This design comes from an exercise in tuning for small area, a short achievable clock period and few clock cycles on the open sky130 flow, not from production work.
RTL that was checked went through simulation tests only; none was proved equivalent to the original.

== red ==
==> flow/design.v (excerpt) <==
module MM(clk,i,j,reset,read,write,index,read_data,write_data,finish);
export LEC_CHECK = 0
export CAP_MARGIN = 20
export CORE_MARGIN = 2
export CORE_UTILIZATION = 40
export SETUP_SLACK_MARGIN = 5
export SLEW_MARGIN = 20
create_clock -name core_clock -period 9.0 [get_ports {clk}]
standard.sh (not shown) runs the stock make flow with config.mk's settings and CLKGATE_MAP_FILE= SYNTH_SCRIPT=/design/flow/synth_recipe.tcl, a recipe that flattens the netlist after the stock synthesis.
==> flow/flow/run.sh <==
#!/bin/bash
# Standard ORFS layout, with repair_timing aiming further below the clock period.
set -euo pipefail
bash standard.sh SETUP_SLACK_MARGIN=6.0 finish > standard_flow.log 2>&1
red | stages: all done | timing, DRC, antenna: all pass
#### Input delta (green over red)
-- flow/design.v --
<<< red, line 32
		st_n = st; k_n = k; pend_n = pend; dcnt_n = dcnt; xcnt_n = xcnt; lastw_n = lastw;
		row_n = row; col_n = col; mcm1_n = mcm1; mbm1_n = mbm1;
		ir_n = row; jr_n = col;    
		rd_n = 1'b0; wr_n = 1'b0; idx_n = 1'b0; fin_n = 1'b0;
		case (st)
>>> green, line 32
		st_n = st; k_n = k; pend_n = pend; dcnt_n = dcnt; xcnt_n = xcnt; lastw_n = lastw;
		row_n = row; col_n = col; mcm1_n = mcm1; mbm1_n = mbm1;
		ir_n = ir; jr_n = jr;
		rd_n = 1'b0; wr_n = 1'b0; idx_n = 1'b0; fin_n = 1'b0;
		case (st)
<<< red, line 155
	wire [29:0] a3s = a2s ^ a2c ^ b1c;
	wire [29:0] a3c = {((a2s & a2c) | (a2s & b1c) | (a2c & b1c)), 1'b0};
	reg [29:0] ps, pc;
	reg v_lo1, f_lo1, v_hi1, v_lo2, f_lo2, v_hi2, f_lo3;
	always @(posedge clk) begin
		ps <= a3s; pc <= a3c;
		v_lo1 <= (st == S_RB); f_lo1 <= (st == S_RB) && (k == 3'd0);
		v_hi1 <= v_lo1; v_lo2 <= v_lo1; f_lo2 <= f_lo1; v_hi2 <= v_hi1;
		f_lo3 <= f_lo2;
	end
	wire [29:0] pr = ps + pc + {10'd683, 20'd0};
	reg [29:0] qh;     
	reg [9:0] ql;      
	always @(posedge clk) begin
		qh <= ({30{v_lo2}} & {{10{pr[29]}}, pr[29:10]}) | ({30{v_hi2}} & pr);
		ql <= {10{v_lo2}} & pr[9:0];
	end
	reg [29:0] acch;
	reg [9:0] accl;
	reg cy;
	wire [29:0] acchm = f_lo3 ? 30'd0 : acch;
	wire [9:0] acclm = f_lo3 ? 10'd0 : accl;
	always @(posedge clk) begin
		acch <= acchm + qh + {29'd0, cy};
		{cy, accl} <= {1'b0, acclm} + {1'b0, ql};
	end
	wire [39:0] acc = {acch, accl};
	assign write_data = acc;
endmodule
>>> green, line 155
	wire [29:0] a3s = a2s ^ a2c ^ b1c;
	wire [29:0] a3c = {((a2s & a2c) | (a2s & b1c) | (a2c & b1c)), 1'b0};
	reg [29:0] ps, pc, pr;
	reg v_lo1, f_lo1, v_hi1, v_lo2, f_lo2, v_hi2, v_lo3, f_lo3, v_hi3;
	always @(posedge clk) begin
		ps <= a3s; pc <= a3c;
		pr <= ps + pc + {10'd683, 20'd0};    
		v_lo1 <= (st == S_RB); f_lo1 <= (st == S_RB) && (k == 3'd0);
		v_hi1 <= v_lo1; v_lo2 <= v_lo1; f_lo2 <= f_lo1; v_hi2 <= v_hi1;
		v_lo3 <= v_lo2; f_lo3 <= f_lo2; v_hi3 <= v_hi2;
	end
	reg [39:0] acc;
	wire [39:0] accm = f_lo3 ? 40'd0 : acc;
	wire [39:0] pm = ({40{v_lo3}} & {{10{pr[29]}}, pr}) | ({40{v_hi3}} & {pr, 10'd0});
	always @(posedge clk) acc <= accm + pm;
	assign write_data = acc;
endmodule
Findings:
Looking at standard cell with the maximum stage delay on the critical path, the fa_2 result is from green; the nor4_4 one comes from red. green against red: count of instances resized after the clock tree is built increased by 19% relative to the old numbers. | met3 track utilization from global routing | green vs red | 0.19 points lower |. Net count of the mapped netlist in green vs red: up 44. [green vs red] complex-gate fraction of the synthesized area: lower in green. Worst stage delay on the critical path: green and red compared, higher one is green. green against red: final worst-path setup slack saw a decrease; combined buffer and inverter count along the critical path saw a decrease; number of design-rule violations left by the first detailed-router iteration saw a decrease.
Function was not checked in any run of this note: the RTL went through the layout flow alone.

========
The RTL this note starts from:
==> flow/design.v <==
module MM(clk,i,j,reset,read,write,index,read_data,write_data,finish);
	input clk, reset;
	input [19:0] read_data;
	output [19:0] i, j;
	output read, write, index, finish;
	output [39:0] write_data;
	localparam S_SZ = 3'd0, S_RA = 3'd1, S_RB = 3'd2, S_W = 3'd3,
	           S_X = 3'd4, S_DR = 3'd5, S_FIN = 3'd6;
	reg [2:0] st, st_n;
	reg [2:0] k, k_n;           
	reg pend, pend_n;           
	reg [1:0] dcnt, dcnt_n;
	reg xcnt, xcnt_n;
	reg lastw, lastw_n;
	reg [19:0] row, row_n, col, col_n;    
	reg [19:0] mcr, mcr_n;      
	reg [2:0] mbm1, mbm1_n;
	reg [19:0] ir, ir_n, jr, jr_n;
	reg rd, rd_n, wr, wr_n, idx, idx_n, fin, fin_n;
	wire col0 = (col == 20'd0);
	wire row0 = (row == 20'd0);
	wire [19:0] rowm1 = row - 20'd1;
	wire [19:0] nrow = col0 ? rowm1 : row;
	wire [19:0] ncol = (col0 ? mcr : col) - 20'd1;
	wire elast = row0 & col0;
	wire nlast = col0 ? ((row == 20'd1) & (mcr == 20'd1)) : (row0 & (col == 20'd1));
	wire b1 = (mbm1 == 3'd0);
	wire b2 = (mbm1 == 3'd1);
	always @(*) begin
		st_n = st; k_n = k; pend_n = pend; dcnt_n = dcnt; xcnt_n = xcnt; lastw_n = lastw;
		row_n = row; col_n = col; mcr_n = mcr; mbm1_n = mbm1;
		ir_n = row; jr_n = col;    
		rd_n = 1'b0; wr_n = 1'b0; idx_n = 1'b0; fin_n = 1'b0;
		case (st)
		S_SZ: begin
			rd_n = 1'b1; wr_n = 1'b1;
			case (ir[1:0])
			2'd2: begin mcr_n = read_data; col_n = read_data; ir_n = 20'd0; end
			2'd0: begin col_n = ncol; row_n = read_data; ir_n = 20'd1; end
			default: begin
				row_n = rowm1; mbm1_n = read_data[2:0] - 3'd1;
				st_n = S_RA; k_n = 3'd0; pend_n = 1'b0; lastw_n = 1'b0;
				ir_n = rowm1; jr_n = 20'd0; wr_n = 1'b0;
			end
			endcase
		end
		S_RA: begin
			st_n = S_RB; ir_n = {17'd0, k}; jr_n = pend ? ncol : col;
			rd_n = 1'b1; idx_n = 1'b1;
		end
		S_RB: begin
			if (pend && (k == 3'd1 || b1)) begin
				st_n = S_W; ir_n = row; jr_n = col; wr_n = 1'b1;
			end else if (k != mbm1) begin
				st_n = S_RA; k_n = k + 3'd1;
				ir_n = pend ? nrow : row; jr_n = {17'd0, k + 3'd1}; rd_n = 1'b1;
			end else if (elast) begin
				st_n = S_DR; dcnt_n = 2'd3;
			end else if (b1 | b2) begin
				st_n = S_X; xcnt_n = b1; pend_n = 1'b1;
			end else begin
				st_n = S_RA; k_n = 3'd0; pend_n = 1'b1;
				ir_n = nrow; jr_n = 20'd0; rd_n = 1'b1;
			end
		end
		S_X: begin
			if (xcnt) xcnt_n = 1'b0;
			else begin
				st_n = S_RA; k_n = 3'd0; ir_n = nrow; jr_n = 20'd0; rd_n = 1'b1;
			end
		end
		S_W: begin
			if (lastw) begin
				st_n = S_FIN;
			end else begin
				row_n = nrow; col_n = ncol; pend_n = 1'b0;
				if (k != mbm1) begin
					st_n = S_RA; k_n = k + 3'd1;
					ir_n = nrow; jr_n = {17'd0, k + 3'd1}; rd_n = 1'b1;
				end else if (nlast) begin
					st_n = S_DR; dcnt_n = 2'd2;
				end else begin
					st_n = S_X; xcnt_n = 1'b0; pend_n = 1'b1;
				end
			end
		end
		S_DR: begin
			if (dcnt == 2'd0) begin
				st_n = S_W; lastw_n = 1'b1; ir_n = row; jr_n = col; wr_n = 1'b1; fin_n = 1'b1;
			end else dcnt_n = dcnt - 2'd1;
		end
		default: begin
			st_n = S_FIN;
		end
		endcase
	end
	always @(posedge clk) begin
		if (reset) begin
			st <= S_SZ; ir <= 20'd2; rd <= 1'b1; wr <= 1'b1; idx <= 1'b0; fin <= 1'b0;
		end else begin
			st <= st_n; ir <= ir_n; rd <= rd_n; wr <= wr_n; idx <= idx_n; fin <= fin_n;
		end
		k <= k_n; pend <= pend_n; dcnt <= dcnt_n; xcnt <= xcnt_n; lastw <= lastw_n;
		row <= row_n; col <= col_n; mcr <= mcr_n; mbm1 <= mbm1_n;
		jr <= jr_n;
	end
	assign i = ir;
	assign j = jr;
	assign read = rd;
	assign write = wr;
	assign index = idx;
	assign finish = fin;
	reg [19:0] areg, breg;
	always @(posedge clk) begin
		if (st == S_RA) areg <= read_data;
		if (st == S_RB) breg <= read_data;
	end
	wire [10:0] y = (st == S_RB) ? {areg[9:0], 1'b0} : areg[19:9];
	reg [4:0] e_one, e_two, e_neg;
	integer m;
	always @(posedge clk) begin
		for (m = 0; m < 5; m = m + 1) begin
			e_neg[m] <= y[2*m+2];
			e_one[m] <= y[2*m+1] ^ y[2*m];
			e_two[m] <= (y[2*m+2] & ~y[2*m+1] & ~y[2*m]) | (~y[2*m+2] & y[2*m+1] & y[2*m]);
		end
	end
	wire [20:0] bx = {breg[19], breg};
	wire [20:0] b2x = {breg, 1'b0};
	reg [29:0] r0, r1, r2, r3, r4, r5;
	reg [20:0] pp;
	integer q;
	always @(*) begin
		r0 = 30'd0; r1 = 30'd0; r2 = 30'd0; r3 = 30'd0; r4 = 30'd0; r5 = 30'd0;
		for (q = 0; q < 5; q = q + 1) begin
			pp = ((bx & {21{e_one[q]}}) | (b2x & {21{e_two[q]}})) ^ {21{e_neg[q]}};
			case (q)
			0: r0 = {9'd0, ~pp[20], pp[19:0]};
			1: r1 = {7'd0, ~pp[20], pp[19:0], 1'b0, e_neg[0]};
			2: r2 = {5'd0, ~pp[20], pp[19:0], 1'b0, e_neg[1], 2'd0};
			3: r3 = {3'd0, ~pp[20], pp[19:0], 1'b0, e_neg[2], 4'd0};
			default: r4 = {1'd0, ~pp[20], pp[19:0], 1'b0, e_neg[3], 6'd0};
			endcase
		end
		r5 = {21'd0, e_neg[4], 8'd0};
	end
	wire [29:0] a1s = r0 ^ r1 ^ r2;
	wire [29:0] a1c = {((r0 & r1) | (r0 & r2) | (r1 & r2)), 1'b0};
	wire [29:0] b1s = r3 ^ r4 ^ r5;
	wire [29:0] b1c = {((r3 & r4) | (r3 & r5) | (r4 & r5)), 1'b0};
	wire [29:0] a2s = a1s ^ a1c ^ b1s;
	wire [29:0] a2c = {((a1s & a1c) | (a1s & b1s) | (a1c & b1s)), 1'b0};
	wire [29:0] a3s = a2s ^ a2c ^ b1c;
	wire [29:0] a3c = {((a2s & a2c) | (a2s & b1c) | (a2c & b1c)), 1'b0};
	reg [29:0] ps, pc;
	reg v_lo1, f_lo1, v_hi1, v_lo2, f_lo2, v_hi2, f_lo3;
	always @(posedge clk) begin
		ps <= a3s; pc <= a3c;
		v_lo1 <= (st == S_RB); f_lo1 <= (st == S_RB) && (k == 3'd0);
		v_hi1 <= v_lo1; v_lo2 <= v_lo1; f_lo2 <= f_lo1; v_hi2 <= v_hi1;
		f_lo3 <= f_lo2;
	end
	wire [29:0] pr = ps + pc + {10'd683, 20'd0};
	reg [29:0] qh;     
	reg [9:0] ql;      
	always @(posedge clk) begin
		qh <= ({30{v_lo2}} & {{10{pr[29]}}, pr[29:10]}) | ({30{v_hi2}} & pr);
		ql <= {10{v_lo2}} & pr[9:0];
	end
	reg [29:0] acch;
	reg [9:0] accl;
	reg cy;
	wire [29:0] acchm = f_lo3 ? 30'd0 : acch;
	wire [9:0] acclm = f_lo3 ? 10'd0 : accl;
	wire [30:0] hsum = {acchm, 1'b1} + {qh, cy};    
	always @(posedge clk) begin
		acch <= hsum[30:1];
		{cy, accl} <= {1'b0, acclm} + {1'b0, ql};
	end
	wire [39:0] acc = {acch, accl};
	assign write_data = acc;
endmodule
Settings: LEC_CHECK=0, CAP_MARGIN=20, CORE_MARGIN=2, CORE_UTILIZATION=40, CTS_BUF_LIST=sky130_fd_sc_hd__clkbuf_16, CTS_CLUSTER_DIAMETER=60, CTS_CLUSTER_SIZE=40, SETUP_SLACK_MARGIN=5, SLEW_MARGIN=20; clock period 9.0 ns.
==> flow/flow/run.sh <==
#!/bin/bash
# Standard ORFS layout, with repair_timing aiming further below the clock period
# and small buffers on the ports.
set -euo pipefail
bash standard.sh SETUP_SLACK_MARGIN=6.0 "BUFFER_PORTS_ARGS=-buffer_cell sky130_fd_sc_hd__buf_2" finish > standard_flow.log 2>&1
Testbench counts at the start, summed over its fixed seeds: cycles 19,884.
Next try:
--- a/flow/design.v
+++ b/flow/design.v
@@ -16,28 +16,32 @@
 	reg [19:0] mcr, mcr_n;      
 	reg [2:0] mbm1, mbm1_n;
 	reg [19:0] ir, ir_n, jr, jr_n;
 	reg rd, rd_n, wr, wr_n, idx, idx_n, fin, fin_n;
-	wire col0 = (col == 20'd0);
+	reg col0, col0_n, mc1, mc1_n, elast, nlast;
+	wire col1 = (col == 20'd1);
 	wire row0 = (row == 20'd0);
+	wire row1 = (row == 20'd1);
 	wire [19:0] rowm1 = row - 20'd1;
 	wire [19:0] nrow = col0 ? rowm1 : row;
 	wire [19:0] ncol = (col0 ? mcr : col) - 20'd1;
-	wire elast = row0 & col0;
-	wire nlast = col0 ? ((row == 20'd1) & (mcr == 20'd1)) : (row0 & (col == 20'd1));
+	always @(posedge clk) begin
+		elast <= row0 & col0;
+		nlast <= col0 ? (row1 & mc1) : (row0 & col1);
+	end
 	wire b1 = (mbm1 == 3'd0);
 	wire b2 = (mbm1 == 3'd1);
 	always @(*) begin
 		st_n = st; k_n = k; pend_n = pend; dcnt_n = dcnt; xcnt_n = xcnt; lastw_n = lastw;
-		row_n = row; col_n = col; mcr_n = mcr; mbm1_n = mbm1;
+		row_n = row; col_n = col; mcr_n = mcr; mbm1_n = mbm1; col0_n = col0; mc1_n = mc1;
 		ir_n = row; jr_n = col;    
 		rd_n = 1'b0; wr_n = 1'b0; idx_n = 1'b0; fin_n = 1'b0;
 		case (st)
 		S_SZ: begin
 			rd_n = 1'b1; wr_n = 1'b1;
 			case (ir[1:0])
-			2'd2: begin mcr_n = read_data; col_n = read_data; ir_n = 20'd0; end
-			2'd0: begin col_n = ncol; row_n = read_data; ir_n = 20'd1; end
+			2'd2: begin mcr_n = read_data; col_n = read_data; mc1_n = (read_data == 20'd1); ir_n = 20'd0; end
+			2'd0: begin col_n = ncol; col0_n = mc1; row_n = read_data; ir_n = 20'd1; end
 			default: begin
 				row_n = rowm1; mbm1_n = read_data[2:0] - 3'd1;
 				st_n = S_RA; k_n = 3'd0; pend_n = 1'b0; lastw_n = 1'b0;
 				ir_n = rowm1; jr_n = 20'd0; wr_n = 1'b0;
@@ -72,9 +76,9 @@
 		S_W: begin
 			if (lastw) begin
 				st_n = S_FIN;
 			end else begin
-				row_n = nrow; col_n = ncol; pend_n = 1'b0;
+				row_n = nrow; col_n = ncol; col0_n = col0 ? mc1 : col1; pend_n = 1'b0;
 				if (k != mbm1) begin
 					st_n = S_RA; k_n = k + 3'd1;
 					ir_n = nrow; jr_n = {17'd0, k + 3'd1}; rd_n = 1'b1;
 				end else if (nlast) begin
@@ -101,8 +105,9 @@
 			st <= st_n; ir <= ir_n; rd <= rd_n; wr <= wr_n; idx <= idx_n; fin <= fin_n;
 		end
 		k <= k_n; pend <= pend_n; dcnt <= dcnt_n; xcnt <= xcnt_n; lastw <= lastw_n;
 		row <= row_n; col <= col_n; mcr <= mcr_n; mbm1 <= mbm1_n;
+		col0 <= col0_n; mc1 <= mc1_n;
 		jr <= jr_n;
 	end
 	assign i = ir;
 	assign j = jr;
Outcome: Utilization is lower by 1.6 points. Setup slack gets better by 150 ps. Sequential share of layout area is higher by 1.6 points. Wire length is lower by roughly a tenth.
Testbench counts after the change, summed over its fixed seeds: cycles 19,884.

-- separate check: timing with driven ports --
The flow's constraints put no driver on any port. The routed layouts listed below were extracted and timed again, unchanged, in two steps.
Step 1 sets driving cells, clkbuf_16 on the clock port and buf_2 on the other inputs (assumed; they add their load-dependent delay and slew).
Step 2 adds t to the input delays and takes it off the output delays; t is the mean of the earliest and latest rising clock arrival at the registers after step 1. Input paths then give back, and output paths get back, about the clock's delay inside the block.
Slacks: ideal ports / drivers / drivers and shift; pairs: ideal ports / drivers.
run	t (ns)	slack for setup (ns)	worst slew at a driven data input, ns
red	0.605	5.870 / 5.876 / 5.271	0.10
green	0.614	5.862 / 5.862 / 5.400	0.06
the first run of note 2	0.645	5.894 / 5.894 / 5.894	0.04
the second run of note 2	0.645	6.045 / 5.988 / 6.047	0.03
After both steps every run listed still meets setup and hold. The setup slack of red, which loses most, moves by +0.006 ns with the drivers and by -0.599 ns with both steps.
